Context: an optimization exercise on an open-source flow, tuned for small area, a short achievable clock period and few clock cycles per item. The choices shown serve that exercise and are no tape-out recipe.
In this exercise RTL edits were held to simulation tests only and were not proved equivalent to the original.
Power and IR drop assume default switching activity.

==> job 8419 <==
Design MiniCalc2Core, start of the top module:
module MiniCalc2Core (
    input  wire        Clk,
    input  wire        Reset,
    input  wire [0:7]  Instruction,
    input  wire [0:31] InputA,
    output wire [0:31] OutputA,
    output wire [0:31] StackFirst,
    output wire [0:31] StackSecond,
    output wire [0:4]  StackSize,
    input  wire        Execute,
    output wire        Ready,
    output wire        StackEmpty,
    output wire        OperationalError,
    output reg         ErrorStackUnderflow,
    output reg         ErrorInvalidArg,
    output reg         ErrorInvalidInstr,
    output reg         ErrorOverflow
);
    localparam [7:0] OP_NOP    = 8'h0F;
    localparam [7:0] OP_ECHO   = 8'h1F;
    localparam [7:0] OP_PUSH   = 8'h01;
    localparam [7:0] OP_POP    = 8'h02;
    localparam [7:0] OP_COPY   = 8'h03;
    localparam [7:0] OP_ADD    = 8'h04;
    localparam [7:0] OP_SUB    = 8'h05;
    localparam [7:0] OP_MUL    = 8'h06;
    localparam [7:0] OP_DIV    = 8'h08;
    localparam [7:0] OP_SWAP   = 8'h09;
    localparam [7:0] OP_MOD    = 8'h0A;
    localparam [7:0] OP_GET    = 8'h20;
    localparam [7:0] OP_ADDROT = 8'h21;
    localparam [7:0] OP_LEN    = 8'h22;
    localparam [7:0] OP_FLA    = 8'h24;
    localparam [7:0] OP_CLS    = 8'h80;
    reg st_get, st_mul, st_dit, st_neg;
    wire idle = ~(st_get | st_mul | st_dit | st_neg);
    reg [31:0] oa, s1, s2;
    reg [4:0]  n;
    reg [4:0]  nm3;       
    reg [4:0]  gaddr;     
    reg [3:0]  cnt;
    reg        dneg;
    reg        dmod;
    reg        dhi;
    wire [7:0]  op = Instruction;
    wire [31:0] in = InputA;
    assign OutputA          = oa;
    assign StackFirst       = s1;
    assign StackSecond      = s2;
    assign StackSize        = n;
    assign Ready            = idle;
    assign StackEmpty       = (n == 5'd0);
    assign OperationalError = ErrorStackUnderflow | ErrorInvalidArg | ErrorInvalidInstr | ErrorOverflow;
    wire n_eq0  = (n == 5'd0);
  ...
export LEC_CHECK = 0
export CAP_MARGIN = 20
export CORE_MARGIN = 2
export CORE_UTILIZATION = 40
export CTS_CLUSTER_DIAMETER = 100
export CTS_CLUSTER_SIZE = 24
export PLACE_DENSITY = 0.6
export SETUP_SLACK_MARGIN = 5
export SLEW_MARGIN = 20
export SYNTH_HIERARCHICAL = 1
create_clock -name core_clock -period 10.0 [get_ports {Clk}]
standard.sh (not shown) runs the stock make flow with config.mk's settings and CLKGATE_MAP_FILE= SYNTH_SCRIPT=/design/flow/synth_recipe.tcl, a recipe that flattens the netlist after the stock synthesis.
==> flow/flow/run.sh <==
#!/bin/bash
# Layout flow: the standard flow (standard.sh) with one change: the port
# buffers that global placement inserts are sky130_fd_sc_hd__buf_4 cells
# instead of the default pick (clkdlybuf4s50_1, a slow delay cell that the
# later resizing, limited to the same footprint, cannot replace). Every port
# still gets its buffer. ORFS writes each step's full log under orfs/logs/;
# make's own output goes to make.log in this folder.
set -euo pipefail
bash standard.sh "BUFFER_PORTS_ARGS=-buffer_cell sky130_fd_sc_hd__buf_4" finish > make.log 2>&1
==> inputs of job 5418, as changes to job 8419 <==
==> flow/run.sh (new file) <==
#!/bin/bash
# synth_recipe.tcl (not shown) runs the flow's synth.tcl, then flattens the netlist and writes it again
# the make line also repeats each setting of config.mk as NAME=value (left out here)
make -C /OpenROAD-flow-scripts/flow DESIGN_CONFIG=/design/flow/config.mk WORK_HOME=/design/flow/orfs CLKGATE_MAP_FILE= SYNTH_SCRIPT=/design/flow/synth_recipe.tcl finish
- CTS_CLUSTER_DIAMETER: 100 -> not set
- CTS_CLUSTER_SIZE: 24 -> not set
removed: flow/flow/run.sh
removed: flow/standard.sh
==> qor summary <==
| item | job 8419 | job 5418 |
|---|---|---|
| Register fraction of the total cell area | 0.395 | 0.383 |
| Number of vias per cell after detailed routing | 6.67 | 6.64 |
| FMAX | 178 MHz | 182 MHz |
| Number of antenna violations at the first check in global routing | 15 | 17 |
| Vias | 56000 | 56500 |
| Clock period minus final worst setup slack | 5.62 ns | 5.48 ns |
| Outcome | complete, no violations | complete, no violations |
| Clock network share of area | 0.0227 | 0.0427 |
| Clock share of power | 0.340 | 0.436 |
| Critical-path maximum fanout | 7 | 8 |
| Number of diodes | 8 | 5 |
| Drt initial violations | 8681 | 9019 |
| Slowest cell delay on critical path | 0.37 ns | 0.51 ns |
Testbench counts of job 8419, summed over its fixed seeds: cycles 9,947, instrs 6,400.
Testbench counts of job 5418, summed over its fixed seeds: cycles 9,947, instrs 6,400.

## separate check: timing with driven ports
In the flow no input, the clock included, has a driving cell. The finished layouts below were timed again as built, in two steps. Step 1 assumes that a clkbuf_16 drives the clock port and a buf_2 every other input. Step 2 moves the port delays by t, midway between the first and last clock arrival at a register: inputs arrive t later, outputs are due t later. That takes back most of the time a late clock gives input paths. Slacks: no drivers / after step 1 / after step 2; pairs: no drivers / after step 1.
run | t, ns | setup WS [ns] | worst hold slack (ns) | latest minus earliest clock arrival (ns) | cell pins on the clock port's net
job 8419 | 0.791 | 4.377 / 4.377 / 4.377 | 0.525 / 0.525 / 0.525 | 0.124 / 0.124 | 1
job 5418 | 0.842 | 4.519 / 4.519 / 4.197 | 0.508 / 0.508 / 0.508 | 0.096 / 0.096 | 1
After both steps setup and hold are still met in every run listed. For job 5418, which loses most, drivers alone change the setup slack by 0.000 ns; drivers and shift together by -0.322 ns.
